This design comes from an exercise in tuning for small area on the open sky130 flow, not from production work.
Function was checked by simulation only, so behaviour that the tests miss may differ from the original.
No activity file was given, so power comes from the tool's default toggle rates. No driver is modelled on the clock port, so clocking that relies on it looks cheaper here than on a real chip.

--- flow/run.sh ---
#!/bin/bash
# The standard layout (standard.sh, unchanged synthesis and steps) with two
# changes: the port buffers are buf_1 cells, and clock tree synthesis inserts
# no dummy loads.  Each tool's output goes to standard.log.
set -euo pipefail
export BUFFER_PORTS_ARGS="-buffer_cell sky130_fd_sc_hd__buf_1"
export CTS_ARGS="-sink_clustering_enable -repair_clock_nets -sink_clustering_size 32 -sink_clustering_max_diameter 90 -dont_use_dummy_load"
bash standard.sh > standard.log 2>&1
--- design.v ---
`timescale 1ns/1ps
module fix2float (
    input               clk,
    input       [5:0]   ph,
    input               start,
    input               din,
    input               sign,
    output      [31:0]  float_o
);
    reg        rd;
    reg        any;
    reg [22:0] sr;
    reg [22:0] mant;
    reg [7:0]  expo;
    reg        sg;
    wire act  = start && (ph != 6'd0);
    wire st   = start && (ph == 6'd1);
    wire anye = st ? 1'b0 : any;
    wire ab   = rd ^ (sg & anye);       
    always @(posedge clk) begin
        rd  <= din;
        any <= anye | rd;
        sr  <= {act & ab, sr[22:1]};
        if (st) begin
            mant <= 23'd0;
            expo <= 8'd0;
            sg   <= sign;
        end
        if (act && ab) begin
            mant <= sr;
            expo <= 8'd96 + {2'd0, ph};
        end
    end
    assign float_o = {sg, expo, mant};
endmodule
`timescale 1ns/1ps
module cic_filter (
    input                   clk,
    input                   rstn,
    input  signed [4:0]     dat_in,
    input         [5:0]     ph,
    input                   cap,
    input                   rend,
    input                   pass,
    input                   clr,
    output                  y
);
    reg signed [34:0] s1, s2, s3, s4;
    reg        [34:0] a5;        
    reg               f0;        
    reg        [34:0] c;         
    reg        [4:0]  chi;       
    reg               rep;       
    wire [34:0] n1, n2, n3, n4, n5;
    rca #(35) r1 (.a(s1), .b({{30{dat_in[4]}}, dat_in}), .ci(1'b0), .s(n1));
    rca #(35) r2 (.a(s2), .b(s1), .ci(1'b0), .s(n2));
    rca #(35) r3 (.a(s3), .b(s2), .ci(1'b0), .s(n3));
    rca #(35) r4 (.a(s4), .b(s3), .ci(1'b0), .s(n4));
    rca #(35) r5 (.a(a5 & {35{~(cap | f0)}}), .b(s4), .ci(1'b0), .s(n5));
    always @(posedge clk or negedge rstn) begin
        if (!rstn) begin
            s1 <= 35'd0; s2 <= 35'd0; s3 <= 35'd0; s4 <= 35'd0;
            f0 <= 1'b1;
        end else begin
            s1 <= n1; s2 <= n2; s3 <= n3; s4 <= n4;
            f0 <= 1'b0;
        end
    end
    always @(posedge clk) begin
        a5 <= n5;
        if (cap) begin
            c   <= a5;
            chi <= c[34:30];
        end
        if (rend)
            rep <= 1'b0;
        else if (cap)
            rep <= 1'b1;
    end
    wire d0 = (rep && ph >= 6'd30) ? chi[ph - 6'd30] : c[ph];
    reg  [34:0] l1, l2, l3, l4;
    reg  [3:0]  bc;
    wire        first = (ph == 6'd0);
    wire [3:0]  cin = first ? 4'b1111 : bc;
    wire        a1 = d0;
    wire        p1 = l1[0], p2 = l2[0], p3 = l3[0], p4 = l4[0];
    wire        d1 = a1 ^ ~p1 ^ cin[0];
    wire        d2 = d1 ^ ~p2 ^ cin[1];
    wire        d3 = d2 ^ ~p3 ^ cin[2];
    wire        d4 = d3 ^ ~p4 ^ cin[3];
    wire        take = pass & ~clr;
    wire        keep = ~(pass | clr);
    always @(posedge clk) begin
        bc[0] <= (a1 & ~p1) | (a1 & cin[0]) | (~p1 & cin[0]);
        bc[1] <= (d1 & ~p2) | (d1 & cin[1]) | (~p2 & cin[1]);
        bc[2] <= (d2 & ~p3) | (d2 & cin[2]) | (~p3 & cin[2]);
        bc[3] <= (d3 & ~p4) | (d3 & cin[3]) | (~p4 & cin[3]);
        l1 <= {(take & a1) | (keep & p1), l1[34:1]};
        l2 <= {(take & d1) | (keep & p2), l2[34:1]};
        l3 <= {(take & d2) | (keep & p3), l3[34:1]};
        l4 <= {(take & d3) | (keep & p4), l4[34:1]};
    end
    assign y = d4;
endmodule
`timescale 1ns/1ps
module cic_comp_filter (
    input               clk,
    input       [5:0]   ph,
    input               clr,
    input               pB,
    input               pA,
    input               pQ,
    input               orot,
    input               ystr,
    input       [13:0]  cl,
    input       [2:0]   hl_e,
    input       [1:0]   hl_o,
    output              str
);
    wire sgn = (ph == 6'd34);
    wire rb  = (ph == 6'd0);
    reg a1, b1, a2, b2, a3, b3, a4, b4;
    always @* begin
        a1 = 1'b0; b1 = 1'b0; a2 = 1'b0; b2 = 1'b0;
        a3 = 1'b0; b3 = 1'b0; a4 = 1'b0; b4 = 1'b0;
        if (pB) begin
            a1 = ystr;   b1 = cl[13];     
            a2 = cl[0];  b2 = cl[12];     
            a3 = cl[5];  b3 = cl[7];      
            a4 = cl[6];                   
        end
        if (pA) begin
            a1 = cl[2];  b1 = cl[12];     
            a2 = cl[3];  b2 = cl[11];     
            a3 = cl[4];  b3 = cl[10];     
            a4 = cl[5];  b4 = cl[9];      
        end
        if (pQ) begin
            a1 = str;     b1 = hl_e[2];
            a2 = hl_e[0]; b2 = hl_e[1];
            a3 = hl_o[1];
        end
    end
    reg  [3:0] cy;
    wire [3:0] ci = rb ? 4'd0 : cy;
    wire s1 = a1 ^ b1 ^ ci[0];
    wire s2 = a2 ^ b2 ^ ci[1];
    wire s3 = a3 ^ b3 ^ ci[2];
    wire s4 = a4 ^ b4 ^ ci[3];
    always @(posedge clk) begin
        cy[0] <= (a1 & b1) | (a1 & ci[0]) | (b1 & ci[0]);
        cy[1] <= (a2 & b2) | (a2 & ci[1]) | (b2 & ci[1]);
        cy[2] <= (a3 & b3) | (a3 & ci[2]) | (b3 & ci[2]);
        cy[3] <= (a4 & b4) | (a4 & ci[3]) | (b4 & ci[3]);
    end
    reg [31:0] x12;
    always @* begin
        x12 = 32'd0;
        if (pB) begin
            case ({sgn, s1, s4})
                3'b000: x12 = 32'sd0;
                3'b001: x12 = 32'sd628155438;
                3'b010: x12 = -32'sd6421026;
                3'b011: x12 = 32'sd621734412;
                3'b100: x12 = 32'sd0;
                3'b101: x12 = -32'sd628155438;
                3'b110: x12 = 32'sd6421026;
                3'b111: x12 = -32'sd621734412;
            endcase
        end
        if (pA) begin
            case ({sgn, s1, s4})
                3'b000: x12 = 32'sd0;
                3'b001: x12 = -32'sd53216433;
                3'b010: x12 = 32'sd34811522;
                3'b011: x12 = -32'sd18404911;
                3'b100: x12 = 32'sd0;
                3'b101: x12 = 32'sd53216431;
                3'b110: x12 = -32'sd34811522;
                3'b111: x12 = 32'sd18404909;
            endcase
        end
        if (pQ) begin
            case ({sgn, s1, s4})
                3'b000: x12 = 32'sd0;
                3'b001: x12 = 32'sd0;
                3'b010: x12 = -32'sd54357298;
                3'b011: x12 = -32'sd54357298;
                3'b100: x12 = 32'sd0;
                3'b101: x12 = 32'sd0;
                3'b110: x12 = 32'sd54357298;
                3'b111: x12 = 32'sd54357298;
            endcase
        end
    end
    reg [31:0] x34;
    always @* begin
        x34 = 32'd0;
        if (pB) begin
            case ({sgn, s2, s3})
                3'b000: x34 = 32'sd0;
                3'b001: x34 = 32'sd356375486;
                3'b010: x34 = -32'sd1088314;
                3'b011: x34 = 32'sd355287172;
                3'b100: x34 = 32'sd0;
                3'b101: x34 = -32'sd356375486;
                3'b110: x34 = 32'sd1088314;
                3'b111: x34 = -32'sd355287172;
            endcase
        end
        if (pA) begin
            case ({sgn, s2, s3})
                3'b000: x34 = 32'sd0;
                3'b001: x34 = -32'sd116533699;
                3'b010: x34 = 32'sd8641811;
                3'b011: x34 = -32'sd107891888;
                3'b100: x34 = 32'sd0;
                3'b101: x34 = 32'sd116533697;
                3'b110: x34 = -32'sd8641809;
                3'b111: x34 = 32'sd107891888;
            endcase
        end
        if (pQ) begin
            case ({sgn, s2, s3})
                3'b000: x34 = 32'sd0;
                3'b001: x34 = 32'sd536870912;
                3'b010: x34 = 32'sd316817548;
                3'b011: x34 = 32'sd853688460;
                3'b100: x34 = 32'sd0;
                3'b101: x34 = -32'sd536870912;
                3'b110: x34 = -32'sd316817548;
                3'b111: x34 = -32'sd853688460;
            endcase
        end
    end
    wire first = pB | pQ;
    reg  signed [30:0] acc;
    reg         [34:0] lr;
    reg         [29:0] hr;
    reg         [4:0]  dly;
    wire               lb = ~first & lr[0];
    wire        [31:0] ae = rb ? 32'd0 : {acc[30], acc};
    wire        [31:0] sum;
    wire [31:0] cs_s, cs_k;
    csa #(32) c0 (.a(ae), .b(x12), .c(x34), .s(cs_s), .k(cs_k));
    rca #(32) ra (.a(cs_s), .b(cs_k), .ci(lb), .s(sum));
    wire        [29:0] hn;
    rca #(30) rh (.a(hr), .b(acc[29:0] & {30{rb}}), .ci(1'b0), .s(hn));
    wire               hsh = (orot | clr) & (ph >= 6'd5);
    always @(posedge clk) begin
        acc <= sum[31:1];
        lr  <= {sum[0], lr[34:1]};
        dly <= {sum[0], dly[4:1]};
        hr <= hsh ? {1'b0, hr[29:1]} : hn;
    end
    assign str = (ph < 6'd5) ? dly[0] : hr[0];
endmodule
`timescale 1ns/1ps
module hb1_filter (
    input           clk,
    input           clr,
    input           ystr,
    input           shift_c,
    input           str,
    input           shift_e,
    input           shift_o,
    output [13:0]   cl,
    output [2:0]    hl_e,
    output [1:0]    hl_o
);
    wire [13:0] lco;
    wire lc_take = shift_c & ~clr;
    wire lc_keep = ~(shift_c | clr);
    genvar g_lc;
    generate for (g_lc = 0; g_lc < 14; g_lc = g_lc + 1) begin : gl_lc
        reg [34:0] r;
        wire pv;
        if (g_lc == 0) begin : h
            assign pv = ystr;
        end else begin : t
            assign pv = lco[g_lc-1];
        end
        always @(posedge clk)
            r <= {(lc_take & pv) | (lc_keep & r[0]), r[34:1]};
        assign lco[g_lc] = r[0];
    end endgenerate
    wire [2:0] leo;
    wire le_take = shift_e & ~clr;
    wire le_keep = ~(shift_e | clr);
    genvar g_le;
    generate for (g_le = 0; g_le < 3; g_le = g_le + 1) begin : gl_le
        reg [34:0] r;
        wire pv;
        if (g_le == 0) begin : h
            assign pv = str;
        end else begin : t
            assign pv = leo[g_le-1];
        end
        always @(posedge clk)
            r <= {(le_take & pv) | (le_keep & r[0]), r[34:1]};
        assign leo[g_le] = r[0];
    end endgenerate
    wire [1:0] loo;
    wire lo_take = shift_o & ~clr;
    wire lo_keep = ~(shift_o | clr);
    genvar g_lo;
    generate for (g_lo = 0; g_lo < 2; g_lo = g_lo + 1) begin : gl_lo
        reg [34:0] r;
        wire pv;
        if (g_lo == 0) begin : h
            assign pv = str;
        end else begin : t
            assign pv = loo[g_lo-1];
        end
        always @(posedge clk)
            r <= {(lo_take & pv) | (lo_keep & r[0]), r[34:1]};
        assign loo[g_lo] = r[0];
    end endgenerate
    assign cl   = lco;
    assign hl_e = leo;
    assign hl_o = loo;
endmodule
`timescale 1ns/1ps
module hb2_filter (
    input           clk,
    input           rstn,
    input   [5:0]   ph,
    input           clr,
    input           v_evt,
    input           w_evt,
    input           orot,
    input           din,
    output          str,
    output          sign
);
    wire sgn = (ph == 6'd34);
    wire rb  = (ph == 6'd0);
    wire [36:0] leo;
    wire le_take = v_evt & ~clr;
    wire le_keep = ~(v_evt | clr);
    genvar g_le;
    generate for (g_le = 0; g_le < 37; g_le = g_le + 1) begin : gl_le
        reg [34:0] r;
        wire pv;
        if (g_le == 0) begin : h
            assign pv = din;
        end else begin : t
            assign pv = leo[g_le-1];
        end
        always @(posedge clk)
            r <= {(le_take & pv) | (le_keep & r[0]), r[34:1]};
        assign leo[g_le] = r[0];
    end endgenerate
    wire [17:0] loo;
    wire lo_take = w_evt & ~clr;
    wire lo_keep = ~(w_evt | clr);
    genvar g_lo;
    generate for (g_lo = 0; g_lo < 18; g_lo = g_lo + 1) begin : gl_lo
        reg [34:0] r;
        wire pv;
        if (g_lo == 0) begin : h
            assign pv = din;
        end else begin : t
            assign pv = loo[g_lo-1];
        end
        always @(posedge clk)
            r <= {(lo_take & pv) | (lo_keep & r[0]), r[34:1]};
        assign loo[g_lo] = r[0];
    end endgenerate
    reg [3:0] p;
    reg       f;
    wire go = ~clr & (((p != 4'd6) && (p != 4'd9)) || ((p == 4'd6) && w_evt) || ((p == 4'd9) && v_evt));
    always @(posedge clk or negedge rstn) begin
        if (!rstn) begin
            p <= 4'd7;
            f <= 1'b1;
        end else if (sgn && go) begin
            p <= (p == 4'd9) ? 4'd0 : p + 4'd1;
            f <= (p == 4'd9);
        end
    end
    reg a1, b1, a2, b2;
    always @* begin
        a1 = 1'b0; b1 = 1'b0; a2 = 1'b0; b2 = 1'b0;
        if (go) begin
            case (p)
                4'd9: begin a1 = din; b1 = leo[36]; end
                default: begin a1 = leo[p]; b1 = leo[35 - p]; end
            endcase
            case (p)
                4'd6: begin a2 = loo[17]; b2 = 1'b0; end
                4'd7: begin a2 = leo[15]; b2 = leo[20]; end
                4'd8: begin a2 = leo[16]; b2 = leo[19]; end
                4'd9: begin a2 = leo[17]; b2 = leo[18]; end
                default: begin a2 = leo[9 + p]; b2 = leo[26 - p]; end
            endcase
        end
    end
    reg  [1:0] cy;
    wire [1:0] ci = rb ? 2'd0 : cy;
    wire s1 = a1 ^ b1 ^ ci[0];
    wire s2 = a2 ^ b2 ^ ci[1];
    always @(posedge clk) begin
        cy[0] <= (a1 & b1) | (a1 & ci[0]) | (b1 & ci[0]);
        cy[1] <= (a2 & b2) | (a2 & ci[1]) | (b2 & ci[1]);
    end
    reg [31:0] k1;
    always @* begin
        k1 = 32'sd0;
        if (go)
        case (p)
            4'd0: k1 = sgn ? 32'sd16303 : -32'sd16305;
            4'd1: k1 = sgn ? -32'sd48551 : 32'sd48553;
            4'd2: k1 = sgn ? 32'sd119257 : -32'sd119259;
            4'd3: k1 = sgn ? -32'sd257820 : 32'sd257820;
            4'd4: k1 = sgn ? 32'sd507427 : -32'sd507429;
            4'd5: k1 = sgn ? -32'sd928129 : 32'sd928131;
            4'd6: k1 = sgn ? 32'sd1599801 : -32'sd1599799;
            4'd7: k1 = sgn ? -32'sd2625319 : 32'sd2625321;
            4'd8: k1 = sgn ? 32'sd4134999 : -32'sd4135001;
            4'd9: k1 = sgn ? -32'sd3870 : 32'sd3870;
            default: k1 = 32'sd0;
        endcase
    end
    wire [31:0] x1 = s1 ? k1 : 32'd0;
    reg [31:0] k2;
    always @* begin
        k2 = 32'sd0;
        if (go)
        case (p)
            4'd0: k2 = sgn ? -32'sd6294537 : 32'sd6294535;
            4'd1: k2 = sgn ? 32'sd9321690 : -32'sd9321690;
            4'd2: k2 = sgn ? -32'sd13522983 : 32'sd13522985;
            4'd3: k2 = sgn ? 32'sd19377524 : -32'sd19377524;
            4'd4: k2 = sgn ? -32'sd27742080 : 32'sd27742080;
            4'd5: k2 = sgn ? 32'sd40418825 : -32'sd40418827;
            4'd6: k2 = sgn ? -32'sd536870912 : 32'sd536870912;
            4'd7: k2 = sgn ? -32'sd62096704 : 32'sd62096704;
            4'd8: k2 = sgn ? 32'sd110065331 : -32'sd110065333;
            4'd9: k2 = sgn ? -32'sd340477049 : 32'sd340477051;
            default: k2 = 32'sd0;
        endcase
    end
    wire [31:0] x2 = s2 ? k2 : 32'd0;
    wire first = go & f;
    reg  signed [30:0] acc;
    reg         [34:0] lr;
    reg         [29:0] hr;
    reg         [4:0]  dly;
    wire               lb = ~first & lr[0];
    wire        [31:0] ae = rb ? 32'd0 : {acc[30], acc};
    wire        [31:0] sum;
    wire [31:0] ta_s, ta_k;
    csa #(32) c0 (.a(ae), .b(x1), .c(x2), .s(ta_s), .k(ta_k));
    rca #(32) ra (.a(ta_s), .b(ta_k), .ci(lb), .s(sum));
    wire        [29:0] hn;
    rca #(30) rh (.a(hr), .b(acc[29:0] & {30{rb}}), .ci(1'b0), .s(hn));
    wire               hsh = (orot | clr) & (ph >= 6'd5);
    always @(posedge clk) begin
        acc <= sum[31:1];
        lr  <= {sum[0], lr[34:1]};
        dly <= {sum[0], dly[4:1]};
        hr <= hsh ? {1'b0, hr[29:1]} : hn;
    end
    assign str  = (ph < 6'd5) ? dly[0] : hr[0];
    assign sign = hr[29];
endmodule
`timescale 1ns/1ps
module adc_top (
    input  wire                clk,
    input  wire                rstn,
    input  wire signed [4:0]   dat_in,
    output wire                clk_vld_out,
    output wire signed [31:0]  dat_out
);
    reg  [8:0] cnt;       
    reg  [5:0] ph;        
    reg        clr;       
    reg        vld;
    always @(posedge clk or negedge rstn) begin
        if (!rstn) begin
            cnt <= 9'd0;
            ph  <= 6'd0;
            clr <= 1'b1;
            vld <= 1'b0;
        end else begin
            cnt <= cnt + 9'd1;
            ph  <= (ph == 6'd34) ? 6'd0 : ph + 6'd1;
            if (ph == 6'd34)
                clr <= 1'b0;
            vld <= (cnt == 9'd452);
        end
    end
    wire rend = (ph == 6'd34);         
    wire cap  = (cnt[5:0] == 6'd1);    
    reg       e0v, e1e, e2e, e3v, e3w, e4v;
    reg [2:0] e0k;
    reg [1:0] e1k, e2k;
    always @(posedge clk or negedge rstn) begin
        if (!rstn) begin
            e0v <= 1'b0; e1e <= 1'b0; e2e <= 1'b0; e3v <= 1'b0; e3w <= 1'b0; e4v <= 1'b0;
            e0k <= 3'd0; e1k <= 2'd0; e2k <= 2'd0;
        end else if (rend) begin
            e0v <= (cnt[5:0] != 6'd0) && (cnt[5:0] <= 6'd35);
            e0k <= cnt[8:6];
            e1e <= e0v & ~e0k[0]; e1k <= e0k[2:1];
            e2e <= e1e;           e2k <= e1k;
            e3v <= e2e & (e2k == 2'd0);
            e3w <= e2e & (e2k == 2'd2);
            e4v <= e3v;
        end
    end
    wire ystr;                  
    wire e1str;                 
    wire e2str;                 
    wire e2sign;
    cic_filter u_cic (
        .clk(clk), .rstn(rstn), .dat_in(dat_in), .ph(ph), .cap(cap),
        .rend(rend), .pass(e0v), .clr(clr), .y(ystr)
    );
    wire [13:0] cl;             
    wire [2:0]  hl_e;           
    wire [1:0]  hl_o;           
    cic_comp_filter u_comp (
        .clk(clk), .ph(ph), .clr(clr),
        .pB(e0v & ~e0k[0]), .pA(e1e), .pQ(e2e & ~e2k[0]), .orot(e2e | e3v | e3w),
        .ystr(ystr), .cl(cl), .hl_e(hl_e), .hl_o(hl_o), .str(e1str)
    );
    hb1_filter u_hb1 (
        .clk(clk), .clr(clr), .ystr(ystr), .shift_c(e0v),
        .str(e1str), .shift_e(e2e & ~e2k[0]), .shift_o(e2e & e2k[0]),
        .cl(cl), .hl_e(hl_e), .hl_o(hl_o)
    );
    hb2_filter u_hb2 (
        .clk(clk), .rstn(rstn), .ph(ph), .clr(clr),
        .v_evt(e3v), .w_evt(e3w), .orot(e4v),
        .din(e1str), .str(e2str), .sign(e2sign)
    );
    fix2float u_fix2float (
        .clk(clk), .ph(ph), .start(e4v),
        .din(e2str), .sign(e2sign), .float_o(dat_out)
    );
    assign clk_vld_out = vld;
endmodule
module rca #(parameter W = 35) (
    input  [W-1:0] a,
    input  [W-1:0] b,
    input          ci,
    output [W-1:0] s
);
    wire [W:0] c;
    assign c[0] = ci;
    genvar i;
    generate for (i = 0; i < W; i = i + 1) begin : g
        assign s[i]   = a[i] ^ b[i] ^ c[i];
        assign c[i+1] = (a[i] & b[i]) | (a[i] & c[i]) | (b[i] & c[i]);
    end endgenerate
endmodule
module csa #(parameter W = 35) (
    input  [W-1:0] a,
    input  [W-1:0] b,
    input  [W-1:0] c,
    output [W-1:0] s,
    output [W-1:0] k
);
    assign s = a ^ b ^ c;
    assign k = {(a[W-2:0] & b[W-2:0]) | (a[W-2:0] & c[W-2:0]) | (b[W-2:0] & c[W-2:0]), 1'b0};
endmodule
--- constraint.sdc ---
create_clock -name core_clock -period 30.0 [get_ports {clk}]
set_input_delay 6.0000 -clock core_clock [delete_from_list [all_inputs] [get_ports {clk}]]
set_output_delay 6.0000 -clock core_clock [all_outputs]
set_load 0.01 [all_outputs]
--- standard.sh ---
#!/bin/bash
# synth_recipe.tcl (not shown) runs the flow's synth.tcl, then flattens the netlist and writes it again
# the make line also repeats each setting of config.mk as NAME=value (left out here)
make -C /OpenROAD-flow-scripts/flow DESIGN_CONFIG=/design/flow/config.mk WORK_HOME=/design/flow/orfs CLKGATE_MAP_FILE= SYNTH_SCRIPT=/design/flow/synth_recipe.tcl "${@:-finish}"
--- config.mk ---
export PLATFORM = sky130hd
export DESIGN_NAME = adc_top
export DESIGN_NICKNAME = adc_top
export VERILOG_FILES = /design/flow/design.v
export SDC_FILE = /design/flow/constraint.sdc
export NUM_CORES = 8
export LEC_CHECK = 0
export ABC_AREA = 1
export CAP_MARGIN = 20
export CORE_MARGIN = 2
export CORE_UTILIZATION = 60
export CTS_CLUSTER_DIAMETER = 90
export CTS_CLUSTER_SIZE = 32
export SLEW_MARGIN = 20
==> out/qor.csv, run 1 <==
metric;value;unit
run_status;timing/DRC/antenna clean;
layout.nets;5757;
cts_max_path_buffers;3;
cts_tree;yes;
postCtsSetupBuffers;0;
pwr-share-clk;0.263;
layout_worst_path_cycle_share;0.657;
setup_violations;0;
most-common-layout-cells;2993 x dfxtp_1, 429 x inv_1, 426 x nand2_1;
syn-num-nets;5665;
muxShareOfSynthArea;0.00401;
ir_drop;0.0000561;V
core.rowCount;135;
placer_congestion_estimate;0.843;
path_class;in -> reg;
per_cell_routed_wire_length;15.2;µm
number_of_enable_type_register_cells_in_the_synthesized_netlist;71;
seqPwrFrac;0.671;
synthArstFlopShare;0.0543;
cts-resized-gates;0;
postRouteAntennaNets;0;
final.fill_count;9988;
layout-area-overhead-vs-synth;6.12;%
synth_top_flop_cell;dfxtp_1;
die_h;372;µm
cp.required;30.61;ns
design_area;0.0864;mm²
max-slew-margin-rel;0.332;
place_hpwl;70700;µm
total_of_max_cap_violations;0;
number_of_instances_in_the_synthesized_netlist;5272;
ctsHtreeMaxLevel;3;
timing.critical_path.slowest_cell_delay;0.44;ns
clkLatencyLatePin;0.75;ns
synth_largest_area_cell;dfxtp_1;
multi_input_comb_area;0.0129;mm²
synthesis.area;0.0814;mm²
fp.dieArea;0.139;mm²
comb_power_share;0.066;
synth_top_area_share;0.736;
detail_route.drc_violations;0;
firstDrtPassIters;5;
timing.critical_path.max_delay_family;adder cells;
synth_xor_area_frac;0.00291;
crit_arrival;20.32;ns
final_routed_wirelength;109000;µm
largest_family_of_logic_cells_by_synthesized_area;adder cells;
yosys_warnings;6;
max_slew.worst_pin.slew;0.997;ns
synth-simple-area-share;0.0386;
synth.avg_cell_area;15.4;µm²
synth.top_cells.by_area;dfxtp_1 74%, fa_1 8.7%, dfrtp_1 5.2%;
detailroute.via_count;32500;
cts_sinks;3240;
ios;40;
regToRegSetupSlack;10.39;ns
grt_use_total;0.162;
hold_path_class;reg -> reg;
power.leakage;36.5;nW
final-hold-violation-count;0;
critPathMostFrequentCell;fa_1;
vias_in_the_first_global_route;32400;
io_buffer_count;39;
post_synth_num_cell_types;52;
period_minus_slack;19.71;ns
fmax;50.7;MHz
synth.ff_latch_count;3240;
placement.cell_area;0.0836;mm²
cellPowerDensity;79.2;mW/mm²
clock-root-buffer;clkbuf_16;
ff_latch_area;0.0665;mm²
core_area;0.135;mm²
rsz0062_at_grt;no;
crit_buf_inv;3;
crit_fanout;1;
synth.yosys.seq_area_share;0.816;
power_switching_share;0.214;
final_layout_size_suffix_gt1_frac;0.0403;
hold_buffers;0;
synth_compound_area_frac;0.0209;
critical_path.startpoint_type;primary input;
fin_worst_hold_slack;0.279;ns
drt_iter0_markers;1728;
grt_antenna_before_repair;3;
post_synthesis_share_of_cell_area_spent_on_full_adders_half_adders_and_majority_gates;0.0919;
detail_route.vias_per_cell;4.55;
worst_setup_path_end_kind;flip-flop;
cts_made_buffers;112;
post_route_setup_tns;0;ns
slew_viol_final;0;
clock-skew-final;0.0841;ns
die_x;372;µm
layout.cells.most_common;dfxtp_1;
floorplan.initialDensity;0.602;
gr-total-overflow;0;
grt_pass1_wl;176000;µm
p_switching;1.47;mW
cts.clk_slew.worst_paths;0.11;ns
cell_internal_pwr;5.38;mW
grt_max_degree;92;
timing.critical_path.slowest_stage_cell;fa_1;
[area by class of cell]
cell class / instances / area share
antenna: 1 / 0.0000290
clock buffer: 112 / 0.0324
inverter: 445 / 0.0193
multi-input combinational: 1509 / 0.150
sequential: 3240 / 0.769
tap: 1781 / 0.0258
timing repair buffer: 56 / 0.00337
[worst paths after layout]
path / end / from / cells after the start
min in group asynchronous: e1k[1] / rstn / 1
max in group asynchronous: u_cic.s4[15] / rstn / 3
worst max register to register: u_comp.acc[30] / ph[0] / 53
worst min-delay path: u_hb2.gl_le[18].r[21] / u_hb2.gl_le[18].r[22] / 0
worst min register to register: u_hb2.gl_le[18].r[21] / u_hb2.gl_le[18].r[22] / 0
worst max-delay path: u_cic.s1[34] / dat_in[0] / 38
[state kept, by name, indices dropped and copies added (netlist names), 9 cells and up]
name              count
u_cic.l4             35
u_cic.s2             35
u_hb2.lr             35
u_comp.acc           31
u_hb1.gl_lo.r        70
u_hb2.gl_lo.r       630
u_hb1.gl_lc.r       490
u_cic.l3             35
u_comp.lr            35
u_hb2.hr             30
u_cic.l1             35
u_cic.l2             35
u_cic.s1             35
u_cic.s4             35
u_hb1.gl_le.r       105
u_cic.a5             35
u_hb2.gl_le.r      1295
u_fix2float.sr       23
u_comp.hr            30
u_fix2float.mant     23
u_cic.s3             35
u_hb2.acc            31
u_cic.c              35
cnt                   9
[stage by stage]
| stage | utilization | cells | worst slack, ns | total power [mW] |
|---|---|---|---|---|
| after global routing | 0.639 | 7143 | 9.55 | 7.21 |
| after floorplan | - | 5272 | 9.92 | 5.04 |
| after detailed placement | 0.619 | 7031 | 9.29 | 5.18 |
| after global placement | 0.619 | 7031 | 9.46 | 5.14 |
| after CTS | 0.639 | 7143 | 10.11 | 6.95 |
| final | 0.639 | 7144 | 10.29 | 6.84 |
[power by group through the flow]
stage	combinational, mW	clock (mW)	sequential [mW]
global route	0.579	2.02	4.62
finish	0.451	1.80	4.59
floorplan	0.374	0	4.66
CTS	0.480	1.87	4.60
detailed placement	0.478	0	4.70
global placement	0.444	0	4.70
[kinds of logic after synthesis]
| family | Yosys count |
|---|---|
| xor gates and xnor gates | 27 |
| AOI/OAI and AO/OA | 289 |
| buffers and inverters | 523 |
| adders and majority gates | 386 |
| and+or+nand+nor | 777 |
| DFF | 3240 |
| muxes | 29 |
| other | 1 |
[cells in the mapped netlist, types with 4 or more instances]
cell	count
a21oi_1	47
a31oi_1	12
a41oi_1	6
buf_1	4
buf_2	14
buf_4	5
buf_6	7
clkbuf_1	48
dfrtp_1	170
dfstp_2	6
dfxtp_1	2993
edfxtp_1	71
fa_1	353
ha_1	33
inv_1	430
inv_2	12
mux2_2	29
nand2_1	427
nand2_2	5
nand3_1	66
nand4_1	8
nor2_1	226
nor2_2	10
nor3_1	20
o211ai_1	11
o21ai_0	87
o21ai_1	19
o21ai_2	5
o22ai_1	79
o31ai_1	6
or2_2	6
xnor2_1	12
xor2_1	15
[per-layer routing]
layer  up-vias  routed length, µm  global-route usage
met5         -                 13                   0
met4         2               3120              0.0534
met3       174               4640              0.0252
met2       334              45200               0.236
met1     15700              55500               0.249
li1      16300                  -                   -
==> run 2: changes to the inputs <==
==> flow/run.sh (replaced) <==
#!/bin/bash
# The standard layout (standard.sh, unchanged synthesis and steps) with two
# changes: the port buffers are buf_1 cells, and clock tree synthesis inserts
# no dummy loads.  Each tool's output goes to standard.log.
set -euo pipefail
export BUFFER_PORTS_ARGS="-buffer_cell sky130_fd_sc_hd__buf_1"
export CTS_ARGS="-sink_clustering_enable -repair_clock_nets -sink_clustering_size 34 -sink_clustering_max_diameter 90 -dont_use_dummy_load -buf_list {sky130_fd_sc_hd__clkbuf_8 sky130_fd_sc_hd__clkbuf_16} -sink_clustering_buffer sky130_fd_sc_hd__clkbuf_16"
bash standard.sh > standard.log 2>&1
==> out/qor.csv, run 2 <==
metric;value;unit;change
timing.critical_path.slowest_cell_delay;0.44;ns;about the same
final_layout_size_suffix_gt1_frac;0.0394;;was 0.0403
drt_iter0_markers;1751;;was 1728
layout_worst_path_cycle_share;0.657;;about the same
most-common-layout-cells;2993 x dfxtp_1, 429 x inv_1, 426 x nand2_1;;unchanged
firstDrtPassIters;5;;unchanged
number_of_enable_type_register_cells_in_the_synthesized_netlist;71;;unchanged
reg2regPathDepth;53;;unchanged
fmax;50.7;MHz;about the same
rsz0062_at_grt;no;;unchanged
grt_antenna_before_repair;3;;unchanged
crit_fanout;1;;unchanged
core.rowCount;135;;unchanged
postRouteAntennaNets;0;;unchanged
synthesis.area;0.0814;mm²;unchanged
clock-root-buffer;clkbuf_16;;unchanged
synth_top_flop_cell;dfxtp_1;;unchanged
cellPowerDensity;79.0;mW/mm²;was 79.2 mW/mm²
final.fill_count;9992;;was 9988
max_slew.worst_pin.slew;1.02;ns;was 0.997 ns
placer_congestion_estimate;0.843;;unchanged
gr-total-overflow;0;;unchanged
io_buffer_count;39;;unchanged
synth.ff_latch_count;3240;;unchanged
grt_pass1_wl;176000;µm;about the same
largest_regs;u_hb2.gl_le.r x1295, u_hb2.gl_lo.r x630, u_hb1.gl_lc.r x490;;unchanged
fin_worst_hold_slack;0.263;ns;was 0.279 ns
cp.required;30.61;ns;about the same
total_of_max_cap_violations;0;;unchanged
ios;40;;unchanged
cts_sinks;3240;;unchanged
detail_route.vias_per_cell;4.55;;about the same
core_area;0.135;mm²;unchanged
cts_made_buffers;107;;was 112
cts.clk_slew.worst_paths;0.11;ns;about the same
die_x;372;µm;unchanged
detail_route.drc_violations;0;;unchanged
registers.top_by_ff_count;u_hb2.gl_le.r;;unchanged
synthArstFlopShare;0.0543;;unchanged
crit_arrival;20.32;ns;about the same
worst_setup_path_end_kind;flip-flop;;unchanged
layout-area-overhead-vs-synth;5.97;%;was 6.12%
die_h;372;µm;unchanged
cts-resized-gates;0;;unchanged
synth.cells.most_frequent;2993 x dfxtp_1, 430 x inv_1, 427 x nand2_1;;unchanged
most_repeated_cell_in_the_gate_level_netlist_after_synthesis;dfxtp_1;;unchanged
critical_path.startpoint_type;primary input;;unchanged
synth_largest_area_cell;dfxtp_1;;unchanged
regToRegSetupSlack;10.39;ns;about the same
layout.cells.most_common;dfxtp_1;;unchanged
clkLatencyLatePin;0.77;ns;was 0.75 ns
reg_to_reg_startpoint;ph[0];;unchanged
ir_drop;0.0000574;V;was 0.0000561 V
ctsHtreeMaxLevel;3;;unchanged
synth.top_cells.by_area;dfxtp_1 74%, fa_1 8.7%, dfrtp_1 5.2%;;unchanged
per_cell_routed_wire_length;15.2;µm;about the same
period_minus_slack;19.71;ns;about the same
fp.dieArea;0.139;mm²;unchanged
post_synth_num_cell_types;52;;unchanged
ff_latch_area;0.0665;mm²;unchanged
place_hpwl;70700;µm;unchanged
run_status;timing/DRC/antenna clean;;unchanged
layout.nets;5752;;was 5757
synth.avg_cell_area;15.4;µm²;unchanged
max-slew-margin-rel;0.316;;was 0.332
postCtsSetupBuffers;0;;unchanged
cts_tree;yes;;unchanged
cp-startpoint;dat_in[0];;unchanged
setup_violations;0;;unchanged
final-hold-violation-count;0;;unchanged
clock-skew-final;0.0980;ns;was 0.0841 ns
detailroute.via_count;32500;;about the same
path_class;in -> reg;;unchanged
number_of_instances_in_the_synthesized_netlist;5272;;unchanged
slew_viol_final;0;;unchanged
largest_register_ff_count;1295;;unchanged
power.leakage;36.4;nW;was 36.5 nW
multi_input_comb_area;0.0129;mm²;unchanged
hold_path_class;reg -> reg;;unchanged
yosys_warnings;6;;unchanged
synth_top_area_share;0.736;;unchanged
critPathMostFrequentCell;fa_1;;unchanged
vias_in_the_first_global_route;32500;;was 32.4k
synth.yosys.seq_area_share;0.816;;unchanged
cts_max_path_buffers;3;;unchanged
grt_max_degree;92;;unchanged
floorplan.initialDensity;0.602;;unchanged
hold_buffers;0;;unchanged
post_route_setup_tns;0;ns;unchanged
syn-num-nets;5665;;unchanged
grt_use_total;0.162;;about the same
timing.critical_path.slowest_stage_cell;fa_1;;unchanged
final_routed_wirelength;109000;µm;about the same
crit_end;u_cic.s1[34];;unchanged
regToRegEndpoint;u_comp.acc[30];;unchanged
==> run 2: changes by cell type in the layout (fill, tap and decap cells not counted), sizes merged <==
cell    previous run  this run
clkbuf           114       109
diode              1         3
==> run 2: where the power goes <==
group / internal, mW / leakage [nW] / switching, mW / total [mW]
Combinational: 0.226 / 8.15 / 0.226 / 0.452
Clock: 0.646 / 1.32 / 1.12 / 1.77
Sequential: 4.48 / 26.9 / 0.114 / 4.59
Total: 5.35 / 36.4 / 1.46 / 6.81
==> run 2: how the worst min path moves through the flow <==
stage,to,cells after the start,start
6_report,u_hb2.gl_le[16].r[28],0,u_hb2.gl_le[16].r[29]
5_1_grt,u_hb2.gl_le[16].r[28],0,u_hb2.gl_le[16].r[29]
4_1_cts,u_hb2.gl_le[16].r[28],0,u_hb2.gl_le[16].r[29]
3_5_place_dp,u_cic.l2[26],0,u_cic.l2[27]
3_3_place_gp,u_hb2.gl_lo[6].r[17],0,u_hb2.gl_lo[6].r[18]
2_1_floorplan,u_cic.l1[0],0,u_cic.l1[1]
==> run 2: routing by layer <==
| layer | wire length (µm) | share of wire | vias to the layer above | GRT usage |
|---|---|---|---|---|
| met4 | 2710 | 0.025 | 0 | 0.0504 |
| met3 | 4430 | 0.041 | 145 | 0.0251 |
| met5 | 0 | 0 | - | 0 |
| li1 | - | - | 16300 | - |
| met1 | 56100 | 0.52 | 15700 | 0.249 |
| met2 | 45300 | 0.42 | 361 | 0.237 |
==> run 2: cell type report <==
type	count	area share
inverters	445	0.0194
diodes	3	0.0000870
flip-flops and latches	3240	0.770
well taps	1781	0.0258
repair buffers	56	0.00338
clock buffers	107	0.0310
multi-input cells	1509	0.150
==> run 2: cells by family after synthesis <==
kind of cell | synth area share
flip-flops | 0.816
AND/OR/NAND/NOR | 0.0386
buffers and inverters | 0.0252
adder cells (fa/ha/maj) | 0.0919
AO/OA/AOI/OAI | 0.0209
multiplexers | 0.00401
XOR/XNOR | 0.00291
other | 0.0000461
==> run 2: through the flow <==
| stage | std cells | setup WS [ns] | area, µm² | utilization | total power, mW |
|---|---|---|---|---|---|
| 5_1_grt | 7138 | 9.55 | 86300 | 0.638 | 7.18 |
| 4_1_cts | 7138 | 10.12 | 86300 | 0.638 | 6.92 |
| 3_3_place_gp | 7031 | 9.46 | 83600 | 0.619 | 5.14 |
| 6_report | 7141 | 10.29 | 86300 | 0.638 | 6.81 |
| 3_5_place_dp | 7031 | 9.29 | 83600 | 0.619 | 5.18 |
| 2_1_floorplan | 5272 | 9.92 | 81400 | - | 5.04 |
==> run 2: worst max-delay path, delay by kind of cell <==
kind	cells	cell delay (ns)
adders and majority gates	34	13.99
xor gates and xnor gates	1	0.13
buffers and inverters	3	0.19
==> run 3: changes to the inputs <==
==> flow/run.sh (replaced) <==
#!/bin/bash
# The standard layout (standard.sh, unchanged synthesis and steps) with two
# changes: the port buffers are buf_1 cells, and clock tree synthesis inserts
# no dummy loads.  Each tool's output goes to standard.log.
set -euo pipefail
export BUFFER_PORTS_ARGS="-buffer_cell sky130_fd_sc_hd__buf_1"
export CTS_ARGS="-sink_clustering_enable -repair_clock_nets -sink_clustering_size 34 -sink_clustering_max_diameter 90 -dont_use_dummy_load"
bash standard.sh > standard.log 2>&1
--- a/config.mk
+++ b/config.mk
@@ -8,7 +8,7 @@
 export ABC_AREA = 1
 export CAP_MARGIN = 20
 export CORE_MARGIN = 2
-export CORE_UTILIZATION = 60
+export CORE_UTILIZATION = 50
 export CTS_CLUSTER_DIAMETER = 90
 export CTS_CLUSTER_SIZE = 32
 export SLEW_MARGIN = 20
==> out/qor.csv, run 3 <==
metric;value;unit;change
run_status;timing/DRC/antenna clean;;unchanged
grt_use_met3;0.0208;;was 0.0251
number_of_instances_in_the_synthesized_netlist;5272;;unchanged
final_core_utilization;0.536;;was 0.638
largest_register_ff_count;1295;;unchanged
muxShareOfSynthArea;0.00401;;unchanged
comb_power_share;0.066;;about the same
place_hpwl;71500;µm;was 70700 µm
floorplan.initialDensity;0.502;;was 0.602
number_of_enable_type_register_cells_in_the_synthesized_netlist;71;;unchanged
seqPwrFrac;0.669;;was 0.674
cts_tree;yes;;unchanged
met2_usage;0.193;;was 0.237
postCtsSetupBuffers;0;;unchanged
die_x;407;µm;was 372 µm
die_h;407;µm;was 372 µm
postRouteAntennaNets;0;;unchanged
grt_antenna_before_repair;4;;was 3
fmax;50.8;MHz;was 50.7 MHz
final.fill_count;13400;;was 9992
most-common-layout-cells;2993 x dfxtp_1, 429 x inv_1, 425 x nand2_1;;was 2993 x dfxtp_1, 429 x inv_1, 426 x nand2_1
pwr-share-clk;0.264;;was 0.260
post_route_setup_tns;0;ns;unchanged
synth.yosys.seq_area_share;0.816;;unchanged
max-slew-margin-rel;0.314;;was 0.316
ctsHtreeMaxLevel;3;;unchanged
cts_max_path_buffers;3;;unchanged
grt_util_met1;0.210;;was 0.249
synth.top_cells.by_area;dfxtp_1 74%, fa_1 8.7%, dfrtp_1 5.2%;;unchanged
synthArstFlopShare;0.0543;;unchanged
clkLatencyLatePin;0.80;ns;was 0.77 ns
post_synthesis_share_of_cell_area_spent_on_full_adders_half_adders_and_majority_gates;0.0919;;unchanged
placer_congestion_estimate;0.834;;was 0.843
yosys_warnings;6;;unchanged
core_area;0.162;mm²;was 0.135 mm²
drt_iter0_markers;1568;;was 1751
setup_violations;0;;unchanged
path_class;in -> reg;;unchanged
synth_largest_area_cell;dfxtp_1;;unchanged
fp.dieArea;0.166;mm²;was 0.139 mm²
synth_top_area_share;0.736;;unchanged
grt.busiest_layer;met1;;unchanged
most_repeated_cell_in_the_gate_level_netlist_after_synthesis;dfxtp_1;;unchanged
detail_route.drc_violations;0;;unchanged
final_layout_size_suffix_gt1_frac;0.0408;;was 0.0394
detailroute.via_count;32600;;was 32.5k
synth_xor_area_frac;0.00291;;unchanged
synth-simple-area-share;0.0386;;unchanged
firstDrtPassIters;7;;was 5
slew_viol_final;0;;unchanged
grt_use_total;0.134;;was 0.162
grt_pass1_wl;177000;µm;was 176000 µm
period_minus_slack;19.70;ns;was 19.71 ns
ios;40;;unchanged
post_synth_num_cell_types;52;;unchanged
crit_arrival;20.33;ns;was 20.32 ns
crit_fanout;1;;unchanged
layout.nets;5759;;was 5752
cts.clk_slew.worst_paths;0.12;ns;was 0.11 ns
ir_drop;0.0000542;V;was 0.0000574 V
layout_worst_path_cycle_share;0.657;;about the same
power_switching_share;0.216;;was 0.215
synth_top_flop_cell;dfxtp_1;;unchanged
io_buffer_count;39;;unchanged
power.leakage;36.5;nW;was 36.4 nW
worst_setup_path_end_kind;flip-flop;;unchanged
final_routed_wirelength;110000;µm;was 109000 µm
layout.cells.most_common;dfxtp_1;;unchanged
final-hold-violation-count;0;;unchanged
cts-resized-gates;0;;unchanged
per_cell_routed_wire_length;14.5;µm;was 15.2 µm
largest_family_of_logic_cells_by_synthesized_area;adder cells;;unchanged
cts_made_buffers;112;;was 107
rsz0062_at_grt;no;;unchanged
timing.critical_path.slowest_stage_cell;fa_1;;unchanged
hold_buffers;0;;unchanged
gr-total-overflow;0;;unchanged
total_of_max_cap_violations;0;;unchanged
synth_compound_area_frac;0.0209;;unchanged
p_switching;1.48;mW;was 1.46 mW
registers.top_by_ff_count;u_hb2.gl_le.r;;unchanged
grt_max_degree;157;;was 92
syn-num-nets;5665;;unchanged
synth.avg_cell_area;15.4;µm²;unchanged
hold_path_class;reg -> reg;;unchanged
cts_sinks;3240;;unchanged
vias_in_the_first_global_route;32600;;was 32.5k
critPathMostFrequentCell;fa_1;;unchanged
timing.critical_path.slowest_cell_delay;0.45;ns;was 0.44 ns
critical_path.startpoint_type;primary input;;unchanged
max_slew.worst_pin.slew;1.03;ns;was 1.02 ns
cell_internal_pwr;5.38;mW;was 5.35 mW
layout-area-overhead-vs-synth;6.76;%;was 5.97%
clock-skew-final;0.0977;ns;was 0.0980 ns
cellPowerDensity;78.9;mW/mm²;was 79.0 mW/mm²
synthesis.area;0.0814;mm²;unchanged
synth.cells.most_frequent;2993 x dfxtp_1, 430 x inv_1, 427 x nand2_1;;unchanged
cp.required;30.64;ns;was 30.61 ns
core.rowCount;148;;was 135
detail_route.vias_per_cell;4.32;;was 4.55
clock-root-buffer;clkbuf_16;;unchanged
synth.ff_latch_count;3240;;unchanged
largest_regs;u_hb2.gl_le.r x1295, u_hb2.gl_lo.r x630, u_hb1.gl_lc.r x490;;unchanged
==> run 3: area by class of cell <==
cell class / instances / area (µm²) / share of cell area
flip-flops and latches: 3240 / 66500 / 0.765
repair buffers: 58 / 314 / 0.00361
diodes: 3 / 7.51 / 0.0000864
well taps: 2175 / 2720 / 0.0313
multi-input cells: 1509 / 12900 / 0.149
inverters: 445 / 1670 / 0.0192
clock buffers: 112 / 2800 / 0.0323
==> run 3: metal layers <==
metal | wire (µm) | vias up
li1 | - | 16300
met1 | 58900 | 15800
met2 | 44700 | 330
met3 | 3240 | 172
met4 | 2880 | 0
met5 | 0 | -
==> run 3: cells by family (layout without fill, tap and decap cells) <==
kind of cell / count (synthesis) / in the layout
flops: 3240 / 3240
fa+ha+maj: 386 / 386
compound gates: 289 / 289
buf+inv: 523 / 615
xor+xnor: 27 / 27
simple gates: 777 / 777
mux: 29 / 29
other cells: 1 / 4
==> run 3: worst paths after layout <==
kind                                  startpoint               endpoint  slack, ns  cells past startpoint
hold reg to reg            u_hb1.gl_lc[11].r[29]  u_hb1.gl_lc[11].r[28]       0.27                      0
max in group asynchronous                   rstn            u_cic.s3[1]      23.51                      2
setup reg to reg                           ph[0]         u_comp.acc[30]      10.46                     53
hold / removal             u_hb1.gl_lc[11].r[29]  u_hb1.gl_lc[11].r[28]       0.27                      0
setup / recovery                       dat_in[0]           u_cic.s1[34]      10.30                     38
min in group asynchronous                   rstn             u_hb2.p[3]       5.26                      1
==> run 3: stage by stage <==
step | instance area, µm² | hold WS, ns | cells | setup WS [ns] | power [mW]
global placement | 84100 | 0.309 | 7426 | 9.47 | 5.14
floorplan | 81400 | 0.310 | 5272 | 9.92 | 5.04
detailed placement | 84100 | 0.312 | 7426 | 9.30 | 5.18
global route | 86900 | 0.256 | 7539 | 9.54 | 7.23
CTS | 86900 | 0.239 | 7538 | 10.16 | 6.97
finish | 86900 | 0.267 | 7542 | 10.30 | 6.86
==> run 3: critical path: cells and delay by family <==
family                   cells  cell delay, ns
XOR/XNOR                     1            0.13
adder cells (fa/ha/maj)     34           13.98
buffers and inverters        3            0.19
==> run 3: power groups by stage <==
| stage | clock network, mW | logic [mW] | registers [mW] |
|---|---|---|---|
| 2_1_floorplan | 0 | 0.374 | 4.66 |
| 3_3_place_gp | 0 | 0.446 | 4.69 |
| 3_5_place_dp | 0 | 0.482 | 4.69 |
| 4_1_cts | 1.89 | 0.484 | 4.60 |
| 5_1_grt | 2.03 | 0.585 | 4.62 |
| 6_report | 1.81 | 0.455 | 4.59 |
==> run 4: changes to the inputs <==
--- a/config.mk
+++ b/config.mk
@@ -8,7 +8,7 @@
 export ABC_AREA = 1
 export CAP_MARGIN = 20
 export CORE_MARGIN = 2
-export CORE_UTILIZATION = 50
+export CORE_UTILIZATION = 60
 export CTS_CLUSTER_DIAMETER = 90
 export CTS_CLUSTER_SIZE = 32
 export SLEW_MARGIN = 20
==> out/qor.csv, run 4 <==
metric;value;unit;change
core_area;0.135;mm²;was 0.162 mm²
cellPowerDensity;79.0;mW/mm²;was 78.9 mW/mm²
total_of_max_cap_violations;0;;unchanged
firstDrtPassIters;5;;was 7
final-hold-violation-count;0;;unchanged
yosys_warnings;6;;unchanged
reg_to_reg_startpoint;ph[0];;unchanged
hold_buffers;0;;unchanged
fmax;50.7;MHz;was 50.8 MHz
floorplan.initialDensity;0.602;;was 0.502
number_of_instances_in_the_synthesized_netlist;5272;;unchanged
postCtsSetupBuffers;0;;unchanged
synth_top_flop_cell;dfxtp_1;;unchanged
synthesis.area;0.0814;mm²;unchanged
cts.clk_slew.worst_paths;0.11;ns;was 0.12 ns
placer_congestion_estimate;0.843;;was 0.834
post_synth_num_cell_types;52;;unchanged
cp-startpoint;dat_in[0];;unchanged
number_of_enable_type_register_cells_in_the_synthesized_netlist;71;;unchanged
post_route_setup_tns;0;ns;unchanged
timing.critical_path.slowest_stage_cell;fa_1;;unchanged
grt_pass1_wl;176000;µm;was 177000 µm
cp.required;30.61;ns;was 30.64 ns
layout.cells.most_common;dfxtp_1;;unchanged
timing.critical_path.slowest_cell_delay;0.44;ns;was 0.45 ns
hp-start;u_hb2.gl_le[16].r[29];;was u_hb1.gl_lc[11].r[29]
place_hpwl;70700;µm;was 71500 µm
per_cell_routed_wire_length;15.2;µm;was 14.5 µm
detail_route.drc_violations;0;;unchanged
gr-total-overflow;0;;unchanged
ctsHtreeMaxLevel;3;;unchanged
detailroute.via_count;32500;;was 32.6k
path_class;in -> reg;;unchanged
clock-skew-final;0.0980;ns;was 0.0977 ns
synth.cells.most_frequent;2993 x dfxtp_1, 430 x inv_1, 427 x nand2_1;;unchanged
drt_iter0_markers;1751;;was 1568
cts_sinks;3240;;unchanged
layout_worst_path_cycle_share;0.657;;about the same
io_buffer_count;39;;unchanged
worst_setup_path_end_kind;flip-flop;;unchanged
synth_top_area_share;0.736;;unchanged
layout-area-overhead-vs-synth;5.97;%;was 6.76%
slew_viol_final;0;;unchanged
grt_max_degree;92;;was 157
clkLatencyLatePin;0.77;ns;was 0.80 ns
cts_made_buffers;107;;was 112
run_status;timing/DRC/antenna clean;;unchanged
largest_regs;u_hb2.gl_le.r x1295, u_hb2.gl_lo.r x630, u_hb1.gl_lc.r x490;;unchanged
critical_path.startpoint_type;primary input;;unchanged
synth.avg_cell_area;15.4;µm²;unchanged
crit_arrival;20.32;ns;was 20.33 ns
die_h;372;µm;was 407 µm
cts-resized-gates;0;;unchanged
ios;40;;unchanged
placement.cell_area;0.0836;mm²;was 0.0841 mm²
setup_violations;0;;unchanged
final_routed_wirelength;109000;µm;was 110000 µm
rsz0062_at_grt;no;;unchanged
cts_tree;yes;;unchanged
die_x;372;µm;was 407 µm
largest_register_ff_count;1295;;unchanged
synth.ff_latch_count;3240;;unchanged
most_repeated_cell_in_the_gate_level_netlist_after_synthesis;dfxtp_1;;unchanged
registers.top_by_ff_count;u_hb2.gl_le.r;;unchanged
synth_largest_area_cell;dfxtp_1;;unchanged
final_layout_size_suffix_gt1_frac;0.0394;;was 0.0408
most-common-layout-cells;2993 x dfxtp_1, 429 x inv_1, 426 x nand2_1;;was 2993 x dfxtp_1, 429 x inv_1, 425 x nand2_1
fp.dieArea;0.139;mm²;was 0.166 mm²
core.rowCount;135;;was 148
cts_max_path_buffers;3;;unchanged
regToRegSetupSlack;10.39;ns;was 10.46 ns
max_slew.worst_pin.slew;1.02;ns;was 1.03 ns
clock-root-buffer;clkbuf_16;;unchanged
vias_in_the_first_global_route;32500;;was 32.6k
ir_drop;0.0000574;V;was 0.0000542 V
grt_use_total;0.162;;was 0.134
layout.nets;5752;;was 5759
period_minus_slack;19.71;ns;was 19.70 ns
syn-num-nets;5665;;unchanged
synthArstFlopShare;0.0543;;unchanged
synth.yosys.seq_area_share;0.816;;unchanged
postRouteAntennaNets;0;;unchanged
design_area;0.0863;mm²;was 0.0869 mm²
grt_antenna_before_repair;3;;was 4
detail_route.vias_per_cell;4.55;;was 4.32
critPathMostFrequentCell;fa_1;;unchanged
hold_path_class;reg -> reg;;unchanged
power.leakage;36.4;nW;was 36.5 nW
max-slew-margin-rel;0.316;;was 0.314
synth.top_cells.by_area;dfxtp_1 74%, fa_1 8.7%, dfrtp_1 5.2%;;unchanged
crit_fanout;1;;unchanged
[run 4: cell counts after synthesis]
Identical to the previous run, type by type.
[run 4: power breakdown]
part	leakage, nW	switching, mW	internal (mW)	total (mW)
logic	8.15	0.226	0.226	0.452
registers	26.9	0.114	4.48	4.59
clock network	1.32	1.12	0.646	1.77
total	36.4	1.46	5.35	6.81
[run 4: cell families (layout without fill, tap and decap cells)]
family / Yosys count / count (layout) / synth area share
XOR/XNOR: 27 / 27 / 0.00291
AND/OR/NAND/NOR: 777 / 777 / 0.0386
AO/OA/AOI/OAI: 289 / 289 / 0.0209
adder cells (fa/ha/maj): 386 / 386 / 0.0919
buffers and inverters: 523 / 608 / 0.0252
other: 1 / 4 / 0.0000461
multiplexers: 29 / 29 / 0.00401
flip-flops: 3240 / 3240 / 0.816
[run 4: path summary, 6_finish.rpt]
check | endpoint | cells after the start
setup / recovery | u_cic.s1[34] | 38
hold / removal | u_hb2.gl_le[16].r[28] | 0
setup reg to reg | u_comp.acc[30] | 53
hold reg to reg | u_hb2.gl_le[16].r[28] | 0
max in group asynchronous | u_cic.s3[0] | 3
min in group asynchronous | e1k[1] | 1
[run 4: critical path, delay by kind of cell]
kind	cells	cell delay, ns
buffers and inverters	3	0.19
adders and majority gates	34	13.99
xor gates and xnor gates	1	0.13
[run 4: layout make-up]
| type | count | area [µm²] |
|---|---|---|
| flip-flops and latches | 3240 | 66500 |
| fillers | 9992 | 48900 |
| multi-input cells | 1509 | 12900 |
| clock buffers | 107 | 2680 |
| well taps | 1781 | 2230 |
| inverters | 445 | 1670 |
| repair buffers | 56 | 292 |
| diodes | 3 | 7.51 |
[run 4: routing by layer]
layer | track usage | wire [µm] | vias up
met3 | 0.0251 | 4430 | 145
met4 | 0.0504 | 2710 | 0
met5 | 0 | 0 | -
met1 | 0.249 | 56100 | 15700
met2 | 0.237 | 45300 | 361
li1 | - | - | 16300
[run 4: per-stage QoR]
step / power, mW / util / cells / worst slack [ns] / hold WS [ns]
floorplan: 5.04 / - / 5272 / 9.92 / 0.310
global placement: 5.14 / 0.619 / 7031 / 9.46 / 0.309
detailed placement: 5.18 / 0.619 / 7031 / 9.29 / 0.312
CTS: 6.92 / 0.638 / 7138 / 10.12 / 0.245
global route: 7.18 / 0.638 / 7138 / 9.55 / 0.264
finish: 6.81 / 0.638 / 7141 / 10.29 / 0.263
==> run 5: changes to the inputs <==
--- a/design.v
+++ b/design.v
@@ -2,35 +2,42 @@
 module fix2float (
     input               clk,
     input       [5:0]   ph,
-    input               start,
+    input               rd1,
+    input               rd2,
+    input               clrw,
     input               din,
     input               sign,
     output      [31:0]  float_o
 );
     reg        rd;
     reg        any;
-    reg [22:0] sr;
-    reg [22:0] mant;
-    reg [7:0]  expo;
     reg        sg;
-    wire act  = start && (ph != 6'd0);
-    wire st   = start && (ph == 6'd1);
+    reg        nz;
+    reg [5:0]  msb;
+    reg [22:0] mant;
+    wire act  = (rd1 | rd2) && (ph != 6'd0);       
+    wire st   = (rd1 | rd2) && (ph == 6'd1);
     wire anye = st ? 1'b0 : any;
-    wire ab   = rd ^ (sg & anye);       
+    wire ab   = rd ^ (sg & anye);                 
+    wire [5:0] i  = ph - 6'd1;
+    wire [5:0] d  = msb - i;                     
+    wire       inw = rd2 && act && (msb > i) && (d <= 6'd23);
     always @(posedge clk) begin
         rd  <= din;
         any <= anye | rd;
-        sr  <= {act & ab, sr[22:1]};
-        if (st) begin
-            mant <= 23'd0;
-            expo <= 8'd0;
-            sg   <= sign;
-        end
-        if (act && ab) begin
-            mant <= sr;
-            expo <= 8'd96 + {2'd0, ph};
+        if (rd1 && st) begin
+            sg  <= sign;
+            nz  <= 1'b0;
+            msb <= 6'd0;
+        end
+        if (rd1 && act && ab) begin
+            nz  <= 1'b1;
+            msb <= i;
         end
+        if (inw || clrw)
+            mant <= {inw & ab, mant[22:1]};
     end
+    wire [7:0] expo = nz ? 8'd97 + {2'd0, msb} : 8'd0;
     assign float_o = {sg, expo, mant};
 endmodule
 `timescale 1ns/1ps
@@ -329,6 +336,7 @@
     input           v_evt,
     input           w_evt,
     input           orot,
+    input           orot2,
     input           din,
     output          str,
     output          sign
@@ -369,14 +377,26 @@
     end endgenerate
     reg [3:0] p;
     reg       f;
-    wire go = ~clr & (((p != 4'd6) && (p != 4'd9)) || ((p == 4'd6) && w_evt) || ((p == 4'd9) && v_evt));
+    wire idle = (p == 4'd10);
+    wire go = ~clr & ~idle & (((p != 4'd6) && (p != 4'd9)) || ((p == 4'd6) && w_evt) || ((p == 4'd9) && v_evt));
+    reg [3:0] pn;
+    always @* begin
+        case (p)
+            4'd4:  pn = 4'd6;
+            4'd6:  pn = 4'd5;
+            4'd5:  pn = 4'd7;
+            4'd9:  pn = 4'd10;
+            4'd10: pn = 4'd0;
+            default: pn = p + 4'd1;
+        endcase
+    end
     always @(posedge clk or negedge rstn) begin
         if (!rstn) begin
             p <= 4'd7;
             f <= 1'b1;
-        end else if (sgn && go) begin
-            p <= (p == 4'd9) ? 4'd0 : p + 4'd1;
-            f <= (p == 4'd9);
+        end else if (sgn && (go || (idle && ~clr))) begin
+            p <= pn;
+            f <= idle;
         end
     end
     reg a1, b1, a2, b2;
@@ -455,12 +475,12 @@
     rca #(32) ra (.a(ta_s), .b(ta_k), .ci(lb), .s(sum));
     wire        [29:0] hn;
     rca #(30) rh (.a(hr), .b(acc[29:0] & {30{rb}}), .ci(1'b0), .s(hn));
-    wire               hsh = (orot | clr) & (ph >= 6'd5);
+    wire               hsh = (orot | orot2 | clr) & (ph >= 6'd5);
     always @(posedge clk) begin
         acc <= sum[31:1];
         lr  <= {sum[0], lr[34:1]};
         dly <= {sum[0], dly[4:1]};
-        hr <= hsh ? {1'b0, hr[29:1]} : hn;
+        hr <= hsh ? {orot & hr[0], hr[29:1]} : hn;
     end
     assign str  = (ph < 6'd5) ? dly[0] : hr[0];
     assign sign = hr[29];
@@ -493,12 +513,12 @@
     end
     wire rend = (ph == 6'd34);         
     wire cap  = (cnt[5:0] == 6'd1);    
-    reg       e0v, e1e, e2e, e3v, e3w, e4v;
+    reg       e0v, e1e, e2e, e3v, e3w, e4v, e5v;
     reg [2:0] e0k;
     reg [1:0] e1k, e2k;
     always @(posedge clk or negedge rstn) begin
         if (!rstn) begin
-            e0v <= 1'b0; e1e <= 1'b0; e2e <= 1'b0; e3v <= 1'b0; e3w <= 1'b0; e4v <= 1'b0;
+            e0v <= 1'b0; e1e <= 1'b0; e2e <= 1'b0; e3v <= 1'b0; e3w <= 1'b0; e4v <= 1'b0; e5v <= 1'b0;
             e0k <= 3'd0; e1k <= 2'd0; e2k <= 2'd0;
         end else if (rend) begin
             e0v <= (cnt[5:0] != 6'd0) && (cnt[5:0] <= 6'd35);
@@ -508,6 +528,7 @@
             e3v <= e2e & (e2k == 2'd0);
             e3w <= e2e & (e2k == 2'd2);
             e4v <= e3v;
+            e5v <= e4v;
         end
     end
     wire ystr;                  
@@ -533,11 +554,11 @@
     );
     hb2_filter u_hb2 (
         .clk(clk), .rstn(rstn), .ph(ph), .clr(clr),
-        .v_evt(e3v), .w_evt(e3w), .orot(e4v),
+        .v_evt(e3v), .w_evt(e3w), .orot(e4v), .orot2(e5v),
         .din(e1str), .str(e2str), .sign(e2sign)
     );
     fix2float u_fix2float (
-        .clk(clk), .ph(ph), .start(e4v),
+        .clk(clk), .ph(ph), .rd1(e4v), .rd2(e5v), .clrw(cnt[8:5] == 4'd0),
         .din(e2str), .sign(e2sign), .float_o(dat_out)
     );
     assign clk_vld_out = vld;
==> out/qor.csv, run 5 <==
metric;value;unit;change
firstDrtPassIters;5;;unchanged
yosys_warnings;6;;unchanged
regToRegEndpoint;u_comp.acc[30];;unchanged
timing.critical_path.max_delay_family;adder cells;;unchanged
whs_path_depth;0;;unchanged
cts_sinks;3218;;was 3240
cts.clk_slew.worst_paths;0.12;ns;was 0.11 ns
syn-num-nets;5752;;was 5665
io_buffer_count;39;;unchanged
synth.ff_latch_count;3218;;was 3240
clkLatencyLatePin;0.77;ns;about the same
core.rowCount;135;;unchanged
grt_pass1_wl;169000;µm;was 176000 µm
cp.required;30.60;ns;was 30.61 ns
die_x;372;µm;about the same
layout_worst_path_cycle_share;0.657;;about the same
worst_hold_path.endpoint;u_hb2.gl_le[17].r[30];;was u_hb2.gl_le[16].r[28]
slew_viol_final;0;;unchanged
layout.cells.most_common;dfxtp_1;;unchanged
timing.critical_path.slowest_stage_cell;fa_1;;unchanged
path_class;in -> reg;;unchanged
max-slew-margin-rel;0.334;;was 0.316
synth_top_flop_cell;dfxtp_1;;unchanged
core_area;0.135;mm²;unchanged
synth.cells.most_frequent;2971 x dfxtp_1, 528 x nand2_1, 414 x inv_1;;was 2993 x dfxtp_1, 430 x inv_1, 427 x nand2_1
grt_antenna_before_repair;2;;was 3
multi_input_comb_area;0.0134;mm²;was 0.0129 mm²
reg2regPathDepth;54;;was 53
fmax;50.8;MHz;was 50.7 MHz
hp-start;u_hb2.gl_le[17].r[31];;was u_hb2.gl_le[16].r[29]
grt_use_total;0.153;;was 0.162
timing.critical_path.slowest_cell_delay;0.45;ns;was 0.44 ns
hold_path_class;reg -> reg;;unchanged
critical_path.startpoint_type;primary input;;unchanged
largest_regs;u_hb2.gl_le.r x1295, u_hb2.gl_lo.r x630, u_hb1.gl_lc.r x490;;unchanged
run_status;timing/DRC/antenna clean;;unchanged
vias_in_the_first_global_route;32300;;was 32.5k
postCtsSetupBuffers;0;;unchanged
most_repeated_cell_in_the_gate_level_netlist_after_synthesis;dfxtp_1;;unchanged
placer_congestion_estimate;0.861;;was 0.843
reg_to_reg_startpoint;ph[0];;unchanged
fp.dieArea;0.139;mm²;about the same
synth.avg_cell_area;15.2;µm²;was 15.4 µm²
ctsHtreeMaxLevel;3;;unchanged
registers.top_by_ff_count;u_hb2.gl_le.r;;unchanged
critPathMostFrequentCell;fa_1;;unchanged
synth.yosys.seq_area_share;0.811;;was 0.816
regToRegSetupSlack;10.58;ns;was 10.39 ns
largest_register_ff_count;1295;;unchanged
totalPowerFinal;6.76;mW;was 6.81 mW
synthArstFlopShare;0.0550;;was 0.0543
worst_setup_path_end_kind;flip-flop;;unchanged
floorplan.initialDensity;0.603;;was 0.602
clock-root-buffer;clkbuf_16;;unchanged
max_slew.worst_pin.slew;0.988;ns;was 1.02 ns
die_h;372;µm;about the same
cts_max_path_buffers;3;;unchanged
final_routed_wirelength;103000;µm;was 109000 µm
drt_iter0_markers;1800;;was 1751
fin_worst_hold_slack;0.234;ns;was 0.263 ns
synth.top_cells.by_area;dfxtp_1 73%, fa_1 8.7%, dfrtp_1 5.3%;;was dfxtp_1 74%, fa_1 8.7%, dfrtp_1 5.2%
synth_top_area_share;0.731;;was 0.736
crit_buf_inv;3;;unchanged
ir_drop;0.0000610;V;was 0.0000574 V
number_of_instances_in_the_synthesized_netlist;5349;;was 5272
layout.nets;5834;;was 5752
crit_arrival;20.30;ns;was 20.32 ns
power.leakage;36.7;nW;was 36.4 nW
period_minus_slack;19.70;ns;was 19.71 ns
cellPowerDensity;78.5;mW/mm²;was 79.0 mW/mm²
setup_violations;0;;unchanged
final-hold-violation-count;0;;unchanged
total_of_max_cap_violations;0;;unchanged
detail_route.drc_violations;0;;unchanged
final_layout_size_suffix_gt1_frac;0.0354;;was 0.0394
gr-total-overflow;0;;unchanged
crit_fanout;1;;unchanged
synthesis.area;0.0814;mm²;about the same
ios;40;;unchanged
detail_route.vias_per_cell;4.55;;about the same
layout-area-overhead-vs-synth;5.85;%;was 5.97%
per_cell_routed_wire_length;14.3;µm;was 15.2 µm
synth_largest_area_cell;dfxtp_1;;unchanged
rsz0062_at_grt;no;;unchanged
cts-resized-gates;0;;unchanged
post_route_setup_tns;0;ns;unchanged
number_of_enable_type_register_cells_in_the_synthesized_netlist;70;;was 71
final.fill_count;10100;;was 9992
grt_max_degree;69;;was 92
hold_buffers;0;;unchanged
ff_latch_area;0.0660;mm²;was 0.0665 mm²
detailroute.via_count;32800;;was 32.5k
cts_tree;yes;;unchanged
most-common-layout-cells;2971 x dfxtp_1, 527 x nand2_1, 413 x inv_1;;was 2993 x dfxtp_1, 429 x inv_1, 426 x nand2_1
post_synth_num_cell_types;55;;was 52
final_core_utilization;0.638;;about the same
place_hpwl;66700;µm;was 70700 µm
postRouteAntennaNets;0;;unchanged
cts_made_buffers;106;;was 107
clock-skew-final;0.118;ns;was 0.0980 ns
[run 5: changes by cell type after synthesis, moves of 13 or more]
cell	previous run	this run
nor2_1	226	200
buf_2	14	27
o21ai_0	87	100
nand2_1	427	528
inv_1	430	414
clkbuf_1	48	35
dfxtp_1	2993	2971
mux2_2	29	1
[run 5: power by group]
part / switching, mW / internal, mW
clock network: 1.11 / 0.639
logic: 0.225 / 0.225
registers: 0.112 / 4.45
total: 1.45 / 5.31
[run 5: layout make-up]
| type | count | area share |
|---|---|---|
| diodes | 5 | 0.000145 |
| clock buffers | 106 | 0.0308 |
| inverters | 429 | 0.0187 |
| multi-input cells | 1619 | 0.155 |
| flip-flops and latches | 3218 | 0.766 |
| well taps | 1781 | 0.0259 |
| repair buffers | 57 | 0.00332 |
[run 5: logic make-up (layout without fill, tap and decap cells)]
group | Yosys count | in the layout | synth area share
fa+ha+maj | 396 | 396 | 0.0935
flops | 3218 | 3218 | 0.811
simple gates | 865 | 865 | 0.0434
other cells | 1 | 6 | 0.0000461
xor+xnor | 37 | 37 | 0.00398
mux | 2 | 2 | 0.000261
buf+inv | 512 | 592 | 0.0249
compound gates | 318 | 318 | 0.0231
[run 5: worst max path at each step]
| stage | from | endpoint | depth (start not counted) |
|---|---|---|---|
| after floorplan | dat_in[0] | u_cic.s1[34] | 37 |
| after global placement | dat_in[0] | u_cic.s1[34] | 38 |
| after detailed placement | dat_in[0] | u_cic.s1[34] | 38 |
| after CTS | dat_in[0] | u_cic.s1[34] | 38 |
| after global routing | ph[0] | u_comp.acc[30] | 54 |
| final | dat_in[0] | u_cic.s1[34] | 38 |
[run 5: through the flow]
stage	cells	worst slack, ns	instance area [µm²]
after CTS	7210	10.15	86200
after detailed placement	7104	9.38	83500
after global routing	7210	9.58	86200
after floorplan	5349	9.92	81400
after global placement	7104	9.33	83500
final	7215	10.30	86200
[run 5: layer usage]
layer	vias up	global-route usage	share of wire
met3	151	0.0246	0.031
met4	0	0.0403	0.024
li1	16500	-	-
met5	-	0	0
met2	299	0.222	0.41
met1	15900	0.240	0.54

port drivers added, routing unchanged:
No port has a modelled driver above. Below, the same layouts with a new extraction and two added sets of constraints.
Step 1 sets driving cells, clkbuf_16 on the clock port and buf_2 on the other inputs (assumed; they add their load-dependent delay and slew).
Step 2 adds t to the input delays and takes it off the output delays; t is the mean of the earliest and latest rising clock arrival at the registers after step 1. Input paths then give back, and output paths get back, about the clock's delay inside the block.
a / b / c = no drivers / after step 1 / after step 2; a / b = the first two.
| run | t (ns) | setup slack, ns | hold slack, ns | worst setup path at the end | cell pins on the clock port's net |
|---|---|---|---|---|---|
| run 1 | 0.790 | 10.290 / 10.347 / 9.557 | 0.279 / 0.279 / 0.279 | input to register | 1 |
| run 2 | 0.793 | 10.289 / 10.345 / 9.552 | 0.263 / 0.263 / 0.263 | input to register | 1 |
| run 3 | 0.812 | 10.305 / 10.365 / 9.552 | 0.267 / 0.267 / 0.267 | input to register | 1 |
| run 4 | 0.793 | 10.289 / 10.345 / 9.552 | 0.263 / 0.263 / 0.263 | input to register | 1 |
| run 5 | 0.786 | 10.301 / 10.353 / 9.567 | 0.234 / 0.234 / 0.234 | input to register | 1 |
After both steps every run listed still meets setup and hold. For run 3, which loses most, drivers alone change the setup slack by +0.060 ns; drivers and shift together by -0.753 ns.
